This design comes from an exercise in tuning for small area on the open sky130 flow, not from production work.
The RTL was checked by simulation tests, not by an equivalence proof against the original design.
No driver is modelled on the clock port, so clock power and skew are understated where the tree is cut down; a real chip needs a root buffer or a tree.

==> flow/design.v <==
module vending_machine (
	clk,
	reset_n,
	i_input_coin,
	i_select_item,
	i_trigger_return,
	o_available_item,
	o_output_item,
	o_return_coin
);
	input clk;
	input reset_n;
	input [3-1:0] i_input_coin;
	input [4-1:0] i_select_item;
	input i_trigger_return;
	output [4-1:0] o_available_item;
	output [4-1:0] o_output_item;
	output [3-1:0] o_return_coin;
	localparam [3:0] S_T0  = 4'd12;
	localparam [3:0] S_T1  = 4'd6;
	localparam [3:0] S_T2  = 4'd11;
	localparam [3:0] S_T3  = 4'd5;
	localparam [3:0] S_T4  = 4'd10;
	localparam [3:0] S_T5  = 4'd13;
	localparam [3:0] S_T6  = 4'd14;
	localparam [3:0] S_T7  = 4'd15;
	localparam [3:0] S_T8  = 4'd7;
	localparam [3:0] S_T9  = 4'd3;
	localparam [3:0] S_T10 = 4'd1;
	localparam [3:0] S_O0  = 4'd0;
	localparam [3:0] S_O1  = 4'd2;
	localparam [3:0] S_O2  = 4'd9;
	localparam [3:0] S_O3  = 4'd8;
	localparam [3:0] S_RET = 4'd4;
	localparam HB = 21;
	localparam [2:0] RC0 = 3'd0;
	localparam [2:0] RC1 = 3'd1;
	localparam [2:0] RC2 = 3'd3;
	localparam [2:0] RC3 = 3'd2;
	localparam [2:0] RC4 = 3'd6;
	reg [HB-1:0] h;
	reg [1:0] m;
	reg [2:0] r;                                 
	reg [3:0] state;
	wire h_nz = |h;
	wire r4 = (r == RC4);
	wire r_nz = (r != RC0);
	wire ge5  = h_nz | (m != 2'd0);
	wire ge1  = ge5 | r_nz;
	wire ge4  = ge5 | r4;
	wire ge10 = h_nz | m[1];
	wire ge20 = h_nz;
	wire returning = (state == S_RET);
	reg op_p1, op_p5, op_p10, op_m1, op_m4, op_m5, op_m10, op_m20;
	reg [3:0] state_nxt;
	reg [3:0] s_dec;
	always @(*) begin
		case (state)
			S_T1: s_dec = S_T0;
			S_T2: s_dec = S_T1;
			S_T3: s_dec = S_T2;
			S_T4: s_dec = S_T3;
			S_T5: s_dec = S_T4;
			S_T6: s_dec = S_T5;
			S_T7: s_dec = S_T6;
			S_T8: s_dec = S_T7;
			S_T9: s_dec = S_T8;
			S_T10: s_dec = S_T9;
			default: s_dec = S_T9;
		endcase
	end
	always @(*) begin
		{op_p1, op_p5, op_p10, op_m1, op_m4, op_m5, op_m10, op_m20} = 8'b0;
		if (returning) begin
			if (ge10) op_m10 = 1'b1;
			else if (ge5) op_m5 = 1'b1;
			else if (ge1) op_m1 = 1'b1;
			state_nxt = ge1 ? S_RET : S_T10;
		end
		else if (i_trigger_return)
			state_nxt = S_RET;
		else if (i_input_coin[0]) begin
			op_p1 = 1'b1;
			state_nxt = S_T10;
		end
		else if (i_input_coin[1]) begin
			op_p5 = 1'b1;
			state_nxt = S_T10;
		end
		else if (i_input_coin[2]) begin
			op_p10 = 1'b1;
			state_nxt = S_T10;
		end
		else if (i_select_item[0]) begin
			op_m4 = ge4;
			state_nxt = ge4 ? S_O0 : S_T10;
		end
		else if (i_select_item[1]) begin
			op_m5 = ge5;
			state_nxt = ge5 ? S_O1 : S_T10;
		end
		else if (i_select_item[2]) begin
			op_m10 = ge10;
			state_nxt = ge10 ? S_O2 : S_T10;
		end
		else if (i_select_item[3]) begin
			op_m20 = ge20;
			state_nxt = ge20 ? S_O3 : S_T10;
		end
		else if (!ge1)
			state_nxt = S_T10;
		else if (state == S_T0)
			state_nxt = S_RET;
		else
			state_nxt = s_dec;
	end
	wire r_inc = op_p1 | op_m4;
	wire r_dec = op_m1;
	reg [2:0] r_nxt;
	always @(*) begin
		r_nxt = r;
		if (r_inc)
			case (r)
				RC0: r_nxt = RC1;
				RC1: r_nxt = RC2;
				RC2: r_nxt = RC3;
				RC3: r_nxt = RC4;
				default: r_nxt = RC0;
			endcase
		else if (r_dec)
			case (r)
				RC1: r_nxt = RC0;
				RC2: r_nxt = RC1;
				RC3: r_nxt = RC2;
				RC4: r_nxt = RC3;
				default: r_nxt = RC4;
			endcase
	end
	wire m_p1 = (op_p1 & r4) | op_p5;
	wire m_m1 = (op_m1 & ~r_nz) | (op_m4 & ~r4) | op_m5;
	wire [3:0] m_sum = {2'b00, m} + (op_p10 ? 4'd2 : m_p1 ? 4'd1 : m_m1 ? 4'b1111 : op_m10 ? 4'b1110 : 4'd0);
	wire up = m_sum[3:2] == 2'b01;
	wire dn = (m_sum[3] == 1'b1) | op_m20;
	wire fwd_in = ~(h[HB-1] ^ h[HB-3]);
	wire bwd_in = ~(h[0] ^ h[HB-2]);
	wire [HB-1:0] h_nxt = up ? {h[HB-2:0], fwd_in} : dn ? {bwd_in, h[HB-1:1]} : h;
	always @(posedge clk) begin
		if (!reset_n) begin
			h <= 0;
			m <= 0;
			r <= RC0;
			state <= S_T10;
		end
		else begin
			h <= h_nxt;
			m <= m_sum[1:0];
			r <= r_nxt;
			state <= state_nxt;
		end
	end
	assign o_available_item = {ge20, ge10, ge5, ge4};
	assign o_output_item = {state == S_O3, state == S_O2, state == S_O1, state == S_O0};
	assign o_return_coin = returning ? {ge10, ~ge10 & ge5, ~ge5 & ge1} : 3'b000;
endmodule
clock: 7.0 ns
lec_check: 0
cap_margin: 0
core_margin: 2
core_utilization: 40
slew_margin: 0
standard.sh (not shown) runs the stock make flow with config.mk's settings and CLKGATE_MAP_FILE= SYNTH_SCRIPT=/design/flow/synth_recipe.tcl, a recipe that flattens the netlist after the stock synthesis.
==> flow/flow/run.sh <==
#!/bin/bash
# Own layout flow: the standard ORFS flow (standard.sh) with these changes.
#  - Synthesis runs the standard flow's synthesis script unchanged, except that ABC maps
#    the logic with flow/area.abc (deep AIG optimisation, then area-oriented
#    mapping) and Yosys's full/half-adder extraction is off
#    (ADDER_MAP_FILE empty). Registers are mapped before ABC, as before.
#  - Every port gets a buffer, of the smallest buffer cell (buf_1).
#  - The clock tree is a single buf_12: CTS builds a tree of clkbuf_4
#    cells without dummy loads, and flow/post_cts.tcl (run at the end of the
#    CTS step) moves every flip-flop onto the root buffer, resized.
#  - flow/post_cts.tcl also removes the buffers that timing-driven global
#    placement put on signal nets.
set -euo pipefail
W=$PWD
cat "$W/flow/abc_override.tcl" "$W/synth_recipe.tcl" > "$W/own_synth.tcl"
export MY_ABC_SCRIPT="$W/flow/area.abc"
export BUFFER_PORTS_ARGS="-buffer_cell sky130_fd_sc_hd__buf_1"
export POST_CTS_TCL="$W/flow/post_cts.tcl"
export CTS_ARGS="-sink_clustering_enable -repair_clock_nets -dont_use_dummy_load -buf_list sky130_fd_sc_hd__clkbuf_4 -root_buf sky130_fd_sc_hd__clkbuf_4"
bash standard.sh SYNTH_SCRIPT="$W/own_synth.tcl" ADDER_MAP_FILE= finish > "$W/standard.log" 2>&1
==> flow/flow/post_cts.tcl <==
# Runs at the end of the CTS step (POST_CTS_TCL).
#
# The clock tree CTS built (a root buffer driving four leaf buffers) is
# replaced by its root buffer alone, resized to buf_12 and moved to the middle of the flip-flops:
# every flip-flop clock pin is moved from its leaf buffer's net onto the root
# buffer's net and the leaf buffers are removed. The clock port still drives
# only the root buffer.
set block [ord::get_db_block]

# Buffers that timing-driven placement put on high-fanout signal nets are
# removed again: with the placement done, their drivers meet the slew and
# capacitance limits without them.
set extra {}
foreach inst [$block getInsts] {
  set name [$inst getName]
  if {[string match "sky130_fd_sc_hd__buf_*" [[$inst getMaster] getName]] &&
      ![string match "input*" $name] && ![string match "output*" $name]} {
    lappend extra $name
  }
}
foreach name $extra {
  puts "post_cts: removing buffer $name"
  remove_buffers [list $name]
}

set root ""
foreach it [[$block findNet clk] getITerms] {
  if {[$it isInputSignal]} { set root [$it getInst] }
}
set root_net [[$root findITerm X] getNet]
set leaves {}
foreach it [$root_net getITerms] {
  set inst [$it getInst]
  if {$inst != $root && [string match "*clkbuf*" [[$inst getMaster] getName]]} {
    lappend leaves $inst
  }
}
foreach inst $leaves {
  set net [[$inst findITerm X] getNet]
  foreach it [$net getITerms] {
    if {[$it getInst] == $inst} { continue }
    $it disconnect
    $it connect $root_net
  }
  odb::dbInst_destroy $inst
  odb::dbNet_destroy $net
}
$root swapMaster [[ord::get_db] findMaster sky130_fd_sc_hd__buf_12]
set sx 0
set sy 0
set n 0
foreach it [$root_net getITerms] {
  set inst [$it getInst]
  if {$inst == $root} { continue }
  set b [$inst getBBox]
  set sx [expr {$sx + ([$b xMin] + [$b xMax]) / 2}]
  set sy [expr {$sy + ([$b yMin] + [$b yMax]) / 2}]
  incr n
}
$root setLocation [expr {$sx / $n}] [expr {$sy / $n}]
$root setPlacementStatus PLACED
puts "post_cts: removed [llength $leaves] leaf clock buffers, root drives $n pins"
detailed_placement
check_placement -verbose
estimate_parasitics -placement
Other scripts of this flow, unchanged in this note and not shown: flow/flow/abc_override.tcl, flow/flow/area.abc
The first run produced a clean layout.
Change:
--- a/flow/flow/run.sh
+++ b/flow/flow/run.sh
@@ -10,3 +10 @@
-#    CTS step) moves every flip-flop onto the root buffer, resized.
-#  - flow/post_cts.tcl also removes the buffers that timing-driven global
-#    placement put on signal nets.
+#    CTS step) moves every flip-flop onto the root buffer, upsized.
--- a/flow/flow/post_cts.tcl
+++ b/flow/flow/post_cts.tcl
@@ -1,4 +1,3 @@
-# Runs at the end of the CTS step (POST_CTS_TCL).
-#
-# The clock tree CTS built (a root buffer driving four leaf buffers) is
-# replaced by its root buffer alone, resized to buf_12 and moved to the middle of the flip-flops:
+# Runs at the end of the CTS step (POST_CTS_TCL). The clock tree CTS built
+# (a root buffer driving four leaf buffers) is replaced by its root buffer
+# alone, resized to buf_12 and moved to the middle of the flip-flops:
@@ -9,17 +7,0 @@
-
-# Buffers that timing-driven placement put on high-fanout signal nets are
-# removed again: with the placement done, their drivers meet the slew and
-# capacitance limits without them.
-set extra {}
-foreach inst [$block getInsts] {
-  set name [$inst getName]
-  if {[string match "sky130_fd_sc_hd__buf_*" [[$inst getMaster] getName]] &&
-      ![string match "input*" $name] && ![string match "output*" $name]} {
-    lappend extra $name
-  }
-}
-foreach name $extra {
-  puts "post_cts: removing buffer $name"
-  remove_buffers [list $name]
-}
-
- CAP_MARGIN: 0 -> 20
- SLEW_MARGIN: 0 -> 20
Result:
- The changed run completed with no timing, DRC or antenna violations
- cell count increases by 0.81%
- via count hardly moves
- clock-buffer cell count stays the same
- wire length decreases by 0.31%
- global-route usage hardly moves
Change:
--- a/flow/flow/run.sh
+++ b/flow/flow/run.sh
@@ -2 +2 @@
-# Own layout flow: the standard ORFS flow (standard.sh) with these changes.
+# Own layout flow: the standard ORFS flow (standard.sh) with three changes.
@@ -8,3 +8 @@
-#  - The clock tree is a single buf_12: CTS builds a tree of clkbuf_4
-#    cells without dummy loads, and flow/post_cts.tcl (run at the end of the
-#    CTS step) moves every flip-flop onto the root buffer, upsized.
+#  - The clock tree is built from clkbuf_4 cells, without dummy loads.
@@ -16 +13,0 @@
-export POST_CTS_TCL="$W/flow/post_cts.tcl"
removed: flow/flow/post_cts.tcl
After rerunning: The changed run completed with no timing, DRC or antenna violations; flip-flop and latch count is unchanged; wire length went up by about 0.9%; sequential share of layout area went down by 0.40 points; cell count went up by 1.6%; utilization went up by 0.51 points; die area does not change; via count went down by about 1.4%; fmax went up by 0.31%.

[re-timing with driven ports]
Ports are ideal in the flow. The routed layouts listed here were re-timed in OpenROAD. Step 1: set_driving_cell puts a clkbuf_16 on clk and a buf_2 on each other input, an assumption about the parent block. Step 2 moves the port delays by t, midway between the first and last clock arrival at a register: inputs arrive t later, outputs are due t later. That takes back most of the time a late clock gives input paths. a / b / c = ideal ports / drivers / drivers and shift; a / b = the first two.
| run | t, ns | setup slack, ns | worst setup path after step 2 | worst slew at a driven data input, ns | cell pins on the clock port's net |
|---|---|---|---|---|---|
| the first run | 0.170 | 1.234 / 1.234 / 1.110 | input to register | 0.03 | 1 |
| the second run | 0.169 | 1.841 / 1.841 / 1.740 | input to register | 0.03 | 1 |
| the third run | 0.333 | 1.857 / 1.857 / 1.735 | input to register | 0.03 | 1 |
After both steps every run listed still meets setup and hold. For the first run, which loses most, drivers alone change the setup slack by 0.000 ns; drivers and shift together by -0.124 ns.
